Source: an optimization exercise on an open RTL-to-GDS flow (aim: a short achievable clock period and few clock cycles). Production flows keep margins and buffers that such runs may drop.
Function was checked by simulation only, so behaviour that the tests miss may differ from the original.
Power is estimated from default activity; no workload was simulated.

==> harbor: inputs <==
// cf_cpu
module cf_cpu #(
	parameter TOP_VER     = 8'h00,
    parameter BOOT_VECTOR = 16'hF000,
    parameter USE_BARREL  = 1
)(
	input wire clk,
	input wire rst_n,
	output reg [16:0] bus_address,
	output reg bus_wr_en,
	output reg bus_io_flag,
	output reg bus_burst,
	output reg [15:0] bus_data_in,
	output reg bus_enable,
	input wire bus_ready,
	input wire [15:0] bus_data_out
);
	reg [15:0] reg_ACC;
	reg [15:0] reg_INDEX;
	reg [15:0] reg_R0;
	reg [15:0] reg_R1;
	reg [15:0] reg_SP;
	reg [15:0] reg_PC;					 
	reg [4:0]  reg_flags;				 
	reg [15:0] reg_alt;
	reg [15:0] cycle_count;
	localparam
		FLAG_SLT = 0,
		FLAG_SGT = 1,
		FLAG_ULT = 2,
		FLAG_UGT = 3,
		FLAG_EQ  = 4;
	reg [7:0]  qb0, qb1, qb2, qb3, qb4, qb5, qb6, qb7;
	reg [7:0]  qv;						 
	reg [15:0] fpc;						 
	reg [7:0]  ic_d [0:15];
	reg [2:0]  ic_p [0:15];				 
	reg [11:0] ic_tag0, ic_tag1;
	reg [15:0] ic_v;
	reg [1:0]  btype;
	localparam
		BT_EXEC  = 0,					 
		BT_FETCH = 1,					 
		BT_DISC  = 2;					 
	reg [9:0]  xs;
	localparam
		S_DEC = 0,
		S_WAITD = 1,
		S_WAITP = 2,
		S_ALU = 3,
		S_MUL = 4,
		S_DIV = 5,
		S_RET = 6,
		S_SWA = 7,
		S_SWV = 8,
		S_IO = 9;
	localparam [9:0]
		X_DEC = 10'd1 << S_DEC,
		X_WAITD = 10'd1 << S_WAITD,
		X_WAITP = 10'd1 << S_WAITP,
		X_ALU = 10'd1 << S_ALU,
		X_MUL = 10'd1 << S_MUL,
		X_DIV = 10'd1 << S_DIV,
		X_RET = 10'd1 << S_RET,
		X_SWA = 10'd1 << S_SWA,
		X_SWV = 10'd1 << S_SWV,
		X_IO = 10'd1 << S_IO;
	reg [7:0]  xop;
	reg [15:0] opnd;
	reg [15:0] sw_tab;
	reg [15:0] sw_addr;
	reg [31:0] macc;
	reg [17:0] mpa, mpb;
	reg [15:0] mul_b;
	reg [2:0]  mul_cnt;
	reg        div_start;
	wire       div_done;
	wire [15:0] div_q;
	wire [15:0] div_r;
	serial_divide divider(
		.clk(clk), .rst_n(rst_n),
		.start(div_start), .num(reg_ACC), .denom(opnd),
		.done(div_done), .quotient(div_q), .remainder(div_r));
	function [16:0] ksa(input [15:0] a, input [15:0] b, input cin);
		reg [15:0] g, p, gk, pk, c;
		integer i, d;
		begin
			g  = a & b;
			p  = a ^ b;
			gk = g;
			pk = p;
			for (d = 1; d < 16; d = d * 2)
				for (i = 15; i >= d; i = i - 1) begin
  ...
export LEC_CHECK = 0
export ABC_CLOCK_PERIOD_IN_PS = 3000
export CAP_MARGIN = 20
export CELL_PAD_IN_SITES_DETAIL_PLACEMENT = 1
export CELL_PAD_IN_SITES_GLOBAL_PLACEMENT = 2
export CORE_MARGIN = 2
export CORE_UTILIZATION = 35
export PLACE_DENSITY = 0.55
export SETUP_SLACK_MARGIN = 4.0
export SLEW_MARGIN = 20
create_clock -name core_clock -period 7.5 [get_ports {clk}]
run.sh (not shown) runs the stock make flow with config.mk's settings and CLKGATE_MAP_FILE= SYNTH_SCRIPT=/design/flow/synth_recipe.tcl, a recipe that flattens the netlist after the stock synthesis.
==> inputs of onyx, as changes to harbor <==
--- a/flow/design.v
+++ b/flow/design.v
@@ -186,17 +186,17 @@
 	reg [7:0]  xop;
 	reg [15:0] opnd;
 	reg [15:0] sw_tab;
 	reg [15:0] sw_addr;
 	reg [31:0] macc;
 	reg [17:0] mpa, mpb;
 	reg [15:0] mul_b;
 	reg [2:0]  mul_cnt;
-	reg        div_start;
+	wire       div_start = xs[S_ALU] && (xop[7:4] == 4'h4);
 	wire       div_done;
 	wire [15:0] div_q;
 	wire [15:0] div_r;
 	serial_divide divider(
 		.clk(clk), .rst_n(rst_n),
 		.start(div_start), .num(reg_ACC), .denom(opnd),
 		.done(div_done), .quotient(div_q), .remainder(div_r));
 	function [16:0] ksa(input [15:0] a, input [15:0] b, input cin);
@@ -291,16 +291,31 @@
 	wire [15:0] pc_p2 = pc_s2[15:0];
 	wire [15:0] pc_p3 = pc_s3[15:0];
 	wire [15:0] fpc_p1 = fpc_s1[15:0];
 	wire [15:0] fpc_p2 = fpc_s2[15:0];
 	reg  [15:0] pc_next;
 	wire [16:0] sjmp_sum    = ksa(pc_p2, {{8{b1[7]}}, b1}, 1'b0);
 	wire [15:0] sjmp_target = sjmp_sum[15:0];
 	wire [16:0] ea_ix = ksa(reg_INDEX, {8'h00, b1}, 1'b0);
+	wire [16:0] sp_s_p2 = ksa(reg_SP, 16'd2, 1'b0);
+	wire [16:0] sp_s_m2 = ksa(reg_SP, 16'hFFFE, 1'b0);
+	wire [16:0] sp_s_mb = ksa(reg_SP, ~{8'h00, b1}, 1'b1);
+	wire [16:0] ix_s_pa = ksa(reg_INDEX, reg_ACC, 1'b0);
+	wire [16:0] r0_s_pa = ksa(reg_R0, reg_ACC, 1'b0);
+	wire [16:0] r1_s_pa = ksa(reg_R1, reg_ACC, 1'b0);
+	wire [16:0] r0_s_p1 = ksa(reg_R0, 16'd1, 1'b0);
+	wire [16:0] r1_s_p1 = ksa(reg_R1, 16'd1, 1'b0);
+	wire [16:0] r0_s_m1 = ksa(reg_R0, 16'hFFFF, 1'b0);
+	wire [16:0] r1_s_m1 = ksa(reg_R1, 16'hFFFF, 1'b0);
+	wire [16:0] ac_s_p1 = ksa(reg_ACC, 16'd1, 1'b0);
+	wire [16:0] ac_s_m1 = ksa(reg_ACC, 16'hFFFF, 1'b0);
+	wire [16:0] ac_s_ng = ksa(~reg_ACC, 16'd0, 1'b1);
+	wire [15:0] sp_p2 = sp_s_p2[15:0];
+	wire [15:0] sp_m2 = sp_s_m2[15:0];
 	wire [16:0] ea_sp = ksa(reg_SP, {8'h00, b1}, 1'b0);
 	reg [15:0] ea;
 	always @* begin
 		case (mode)
 			3'd1: ea = {b2, b1};
 			3'd2: ea = reg_INDEX;
 			3'd3: ea = ea_ix[15:0];
 			3'd4: ea = ea_sp[15:0];
@@ -375,18 +390,20 @@
 	function st_burst(input [7:0] o);
 		st_burst = (o[7:4] == 4'hB) | ~o[3];
 	endfunction
 	wire [31:0] mx = {macc[27:0], 4'b0};
 	wire [31:0] my = {14'b0, mpa};
 	wire [31:0] mz = {12'b0, mpb, 2'b0};
 	wire [32:0] mul_sum  = ksa32(mx ^ my ^ mz, {(mx[30:0] & my[30:0]) | (mx[30:0] & mz[30:0]) | (my[30:0] & mz[30:0]), 1'b0}, 1'b0);
 	wire [31:0] mul_next = mul_sum[31:0];
-	wire [32:0] mul_sa   = ksa32({13'b0, mul_b[13] ? reg_ACC : 16'd0, 3'b0} >> 2, {16'b0, mul_b[12] ? reg_ACC : 16'd0}, 1'b0);
-	wire [32:0] mul_sb   = ksa32({13'b0, mul_b[15] ? reg_ACC : 16'd0, 3'b0} >> 2, {16'b0, mul_b[14] ? reg_ACC : 16'd0}, 1'b0);
+	wire [15:0] mul_b0   = (opnd[15:8] == 8'h00) ? {opnd[7:0], 8'h00} : opnd;
+	wire [3:0]  mul_nib  = xs[S_ALU] ? mul_b0[15:12] : mul_b[15:12];
+	wire [32:0] mul_sa   = ksa32({13'b0, mul_nib[1] ? reg_ACC : 16'd0, 3'b0} >> 2, {16'b0, mul_nib[0] ? reg_ACC : 16'd0}, 1'b0);
+	wire [32:0] mul_sb   = ksa32({13'b0, mul_nib[3] ? reg_ACC : 16'd0, 3'b0} >> 2, {16'b0, mul_nib[2] ? reg_ACC : 16'd0}, 1'b0);
 	wire [17:0] mul_pa   = mul_sa[17:0];
 	wire [17:0] mul_pb   = mul_sb[17:0];
 	wire [3:0]  ic_i0 = fpc[3:0];
 	wire [3:0]  ic_i1 = fpc[3:0] + 4'd1;
 	wire        ic_tm0 = (ic_tag0 == fpc[15:4]);
 	wire        ic_tm1 = (ic_tag1 == fpc[15:4]);
 	wire        ic_h0 = ic_v[ic_i0] && (fpc[3] ? ic_tm1 : ic_tm0);
 	wire        ic_h1 = (fpc[3:0] != 4'd15) && ic_v[ic_i1] && (ic_i1[3] ? ic_tm1 : ic_tm0);
@@ -427,21 +444,19 @@
 			bus_enable  <= 1'b0;
 			bus_wr_en   <= 1'b0;
 			bus_io_flag <= 1'b0;
 			reg_PC      <= BOOT_VECTOR;
 			fpc         <= BOOT_VECTOR;
 			qv          <= 8'h00;
 			xs          <= X_DEC;
 			btype       <= BT_FETCH;
-			div_start   <= 1'b0;
 			cycle_count <= 16'd0;
 		end else begin
 			cycle_count <= cycle_count + 1'b1;
-			div_start   <= 1'b0;
 			cons    = 2'd0;
 			flush   = 1'b0;
 			redir   = 1'b0;
 			rtarget = 16'h0000;
 			xreq    = 1'b0;
 			r_addr  = 17'h0;
 			r_wr    = 1'b0;
 			r_io    = 1'b0;
@@ -463,17 +478,17 @@
 							end else begin
 								if (op[7:4] == 4'h8) reg_flags <= cmp_d;
 								if (op[7:4] == 4'h9) reg_INDEX <= B_d;
 								else reg_ACC <= alu_d;
 							end
 						end else begin
 							cons   = ilen;
 							xop    <= op;
-							if (mode == 3'd5 || mode == 3'd6) reg_SP <= reg_SP + 16'd2;
+							if (mode == 3'd5 || mode == 3'd6) reg_SP <= sp_p2;
 							xreq   = 1'b1;
 							r_addr = {ea_hi, ea};
 							xs <= (mode == 3'd6 || mode == 3'd7) ? X_WAITP : X_WAITD;
 						end
 					end else if (is_store) begin
 						if (op[7:3] == 5'b10011) begin	 
 							if (mode == 3'd6 || mode == 3'd7) begin
 								cons = 2'd1;
@@ -486,17 +501,17 @@
 								reg_INDEX <= ea;
 							end
 						end else begin
 							cons   = ilen;
 							xop    <= op;
 							xreq   = 1'b1;
 							if (mode == 3'd6 || mode == 3'd7) begin
 								r_addr = {1'b1, reg_SP};
-								if (mode == 3'd6) reg_SP <= reg_SP + 16'd2;
+								if (mode == 3'd6) reg_SP <= sp_p2;
 								xs <= X_WAITP;
 							end else begin
 								r_addr  = {ea_hi, ea};
 								r_wr    = 1'b1;
 								r_din   = st_data(op, reg_ACC, reg_INDEX);
 								r_burst = st_burst(op);
 								r_wait  = 1'b0;
 							end
@@ -528,54 +543,54 @@
 								xreq   = 1'b1;
 								r_addr = {1'b0, reg_INDEX};
 								sw_tab <= reg_INDEX + 16'd2;
 								xs     <= X_SWA;
 							end
 							8'hD8: begin	 
 								cons    = 2'd3;
 								xreq    = 1'b1;
-								r_addr  = {1'b1, reg_SP - 16'd2};
+								r_addr  = {1'b1, sp_m2};
 								r_wr    = 1'b1;
 								r_din   = pc_p3;
 								r_wait  = 1'b0;
-								reg_SP  <= reg_SP - 16'd2;
+								reg_SP  <= sp_m2;
 								redir   = 1'b1;
 								rtarget = {b2, b1};
 							end
 							8'hD9: begin	 
 								cons   = 2'd1;
-								reg_SP <= reg_SP + 16'd2;
+								reg_SP <= sp_p2;
 								flush  = 1'b1;
 								xreq   = 1'b1;
 								r_addr = {1'b1, reg_SP};
 								xs     <= X_RET;
 							end
-							8'hDA: begin cons = 2'd2; reg_SP <= reg_SP - {8'h00, b1}; end
-							8'hDB: begin cons = 2'd2; reg_SP <= reg_SP + {8'h00, b1}; end
+							8'hDA: begin cons = 2'd2; reg_SP <= sp_s_mb[15:0]; end
+							8'hDB: begin cons = 2'd2; reg_SP <= ea_sp[15:0]; end
 							8'hDC, 8'hDD: begin	 
 								cons   = 2'd1;
 								xreq   = 1'b1;
-								r_addr = {1'b1, reg_SP - 16'd2};
+								r_addr = {1'b1, sp_m2};
 								r_wr   = 1'b1;
 								r_din  = op[0] ? reg_INDEX : reg_ACC;
 								r_wait = 1'b0;
-								reg_SP <= reg_SP - 16'd2;
+								reg_SP <= sp_m2;
 							end
 							8'hDE: begin cons = 2'd1; reg_SP <= reg_ACC; end
 							8'hDF: begin cons = 2'd1; reg_ACC <= reg_SP; end
 							8'hE0: begin cons = 2'd1; reg_ACC <= 16'd0; end
 							8'hE1: begin cons = 2'd1; reg_ACC <= ~reg_ACC; end
-							8'hE2: begin cons = 2'd1; reg_ACC <= -reg_ACC; end
+							8'hE2: begin cons = 2'd1; reg_ACC <= ac_s_ng[15:0]; end
 							8'hE3: begin cons = 2'd1; reg_ACC <= (reg_ACC == 16'd0) ? 16'd1 : 16'd0; end
-							8'hE4: begin cons = 2'd1; reg_ACC <= reg_ACC + 16'd1; end
-							8'hE5: begin cons = 2'd1; reg_ACC <= reg_ACC - 16'd1; end
+							8'hE4: begin cons = 2'd1; reg_ACC <= ac_s_p1[15:0]; end
+							8'hE5: begin cons = 2'd1; reg_ACC <= ac_s_m1[15:0]; end
 							8'hE6: begin cons = 2'd1; reg_INDEX <= reg_ACC; end
 							8'hE7: begin cons = 2'd1; reg_ACC <= reg_INDEX; end
-							8'hE8: begin cons = 2'd1; reg_INDEX <= reg_INDEX + reg_ACC; end
+							8'hE8: begin cons = 2'd1; reg_INDEX <= ix_s_pa[15:0]; end
 							8'hE9: begin cons = 2'd1; reg_ACC <= reg_alt; end
 							8'hEA, 8'hEB: begin	 
 								cons   = 2'd2;
 								xreq   = 1'b1;
 								r_addr = {9'b0, b1};
 								r_io   = 1'b1;
 								r_wr   = (op == 8'hEA);
 								r_din  = reg_ACC;
@@ -588,22 +603,22 @@
 							8'hED: begin cons = 2'd1; reg_ACC <= {TOP_VER, 8'h06}; end
 							8'hEE: begin cons = 2'd1; reg_ACC <= cycle_count; cycle_count <= 16'd0; end
 							8'hEF: begin cons = 2'd1; reg_R0 <= reg_ACC; end
 							8'hF0: begin cons = 2'd1; reg_R1 <= reg_ACC; end
 							8'hF1: begin cons = 2'd1; reg_ACC <= reg_R0; end
 							8'hF2: begin cons = 2'd1; reg_ACC <= reg_R1; end
 							8'hF3: begin cons = 2'd1; reg_ACC <= reg_R0; reg_R0 <= reg_ACC; end
 							8'hF4: begin cons = 2'd1; reg_ACC <= reg_R1; reg_R1 <= reg_ACC; end
-							8'hF5: begin cons = 2'd1; reg_ACC <= reg_R0 - 16'd1; reg_R0 <= reg_R0 - 16'd1; end
-							8'hF6: begin cons = 2'd1; reg_ACC <= reg_R1 - 16'd1; reg_R1 <= reg_R1 - 16'd1; end
-							8'hF7: begin cons = 2'd1; reg_R0 <= reg_R0 + reg_ACC; end
-							8'hF8: begin cons = 2'd1; reg_R1 <= reg_R1 + reg_ACC; end
-							8'hF9: begin cons = 2'd1; reg_INDEX <= reg_R0 + 16'd1; reg_R0 <= reg_R0 + 16'd1; end
-							8'hFA: begin cons = 2'd1; reg_INDEX <= reg_R1 + 16'd1; reg_R1 <= reg_R1 + 16'd1; end
+							8'hF5: begin cons = 2'd1; reg_ACC <= r0_s_m1[15:0]; reg_R0 <= r0_s_m1[15:0]; end
+							8'hF6: begin cons = 2'd1; reg_ACC <= r1_s_m1[15:0]; reg_R1 <= r1_s_m1[15:0]; end
+							8'hF7: begin cons = 2'd1; reg_R0 <= r0_s_pa[15:0]; end
+							8'hF8: begin cons = 2'd1; reg_R1 <= r1_s_pa[15:0]; end
+							8'hF9: begin cons = 2'd1; reg_INDEX <= r0_s_p1[15:0]; reg_R0 <= r0_s_p1[15:0]; end
+							8'hFA: begin cons = 2'd1; reg_INDEX <= r1_s_p1[15:0]; reg_R1 <= r1_s_p1[15:0]; end
 							default: cons = 2'd1;		 
 						endcase
 					end
 				end
 				xs[S_WAITD]: if (bdone) begin
 					if (xop[7:4] == 4'h3 || xop[7:4] == 4'h4) begin
 						opnd <= rd_opnd;
 						xs <= X_ALU;
@@ -630,23 +645,22 @@
 						r_burst = st_burst(xop);
 						r_wait  = 1'b0;
 						xs <= X_DEC;
 					end
 				end
 				xs[S_ALU]: begin
 					if (xop[7:4] == 4'h3) begin
 						macc    <= 32'd0;
-						mpa     <= 18'd0;
-						mpb     <= 18'd0;
-						mul_b   <= (opnd[15:8] == 8'h00) ? {opnd[7:0], 8'h00} : opnd;
-						mul_cnt <= (opnd[15:8] == 8'h00) ? 3'd2 : 3'd4;
+						mpa     <= mul_pa;
+						mpb     <= mul_pb;
+						mul_b   <= {mul_b0[11:0], 4'b0};
+						mul_cnt <= (opnd[15:8] == 8'h00) ? 3'd1 : 3'd3;
 						xs <= X_MUL;
 					end else if (xop[7:4] == 4'h4) begin
-						div_start <= 1'b1;
 						xs <= X_DIV;
 					end else begin
 						if (xop[7:4] == 4'h8) reg_flags <= cmp_x;
 						if (xop[7:4] == 4'h9) reg_INDEX <= B_x;
 						else reg_ACC <= alu_x;
 						xs <= X_DEC;
 					end
 				end
==> summary.txt <==
In fmax, harbor and onyx hardly differ. Count of clock-buffer cells in the layout is the same in harbor and onyx. Combinational power is about the same in onyx and harbor. In onyx the synthesized cell count is lower than in harbor, by 1.3%. Between harbor and onyx, the lower routed wire length is in harbor (gap 0.34%, measured against onyx). Against onyx, the sequential cell count of harbor is higher by 5. In register-to-register slack, onyx and harbor hardly differ. Between onyx and harbor, the lower total power is in onyx (gap about 0.8%, measured against harbor). Of onyx and harbor, harbor has the higher worst hold slack (gap 0.044 ns). Global-route usage: onyx is higher than harbor (0.58 points). Between harbor and onyx, the lower synthesized area is in onyx (gap about 1.1%, measured against onyx).
Testbench counts of harbor, summed over its fixed seeds: cycles 171,253.
Testbench counts of onyx, summed over its fixed seeds: cycles 168,808.

-- port drivers added, routing unchanged --
The flow's constraints put no driver on any port. The routed layouts listed below were extracted and timed again, unchanged, in two steps.
Step 1 sets driving cells, clkbuf_16 on the clock port and buf_2 on the other inputs (assumed; they add their load-dependent delay and slew).
Step 2 also shifts input and output timing later by t, the mid clock arrival at the registers, as if the neighbouring blocks saw the same clock.
a / b / c = ideal ports / drivers / drivers and shift; a / b = the first two.
run | shift t [ns] | setup slack, ns | worst setup path at the end
harbor | 0.864 | 3.296 / 3.296 / 2.645 | input to register
onyx | 0.877 | 3.290 / 3.290 / 2.775 | input to register
After both steps every run listed still meets setup and hold. The setup slack of harbor, which loses most, moves by 0.000 ns with the drivers and by -0.651 ns with both steps.
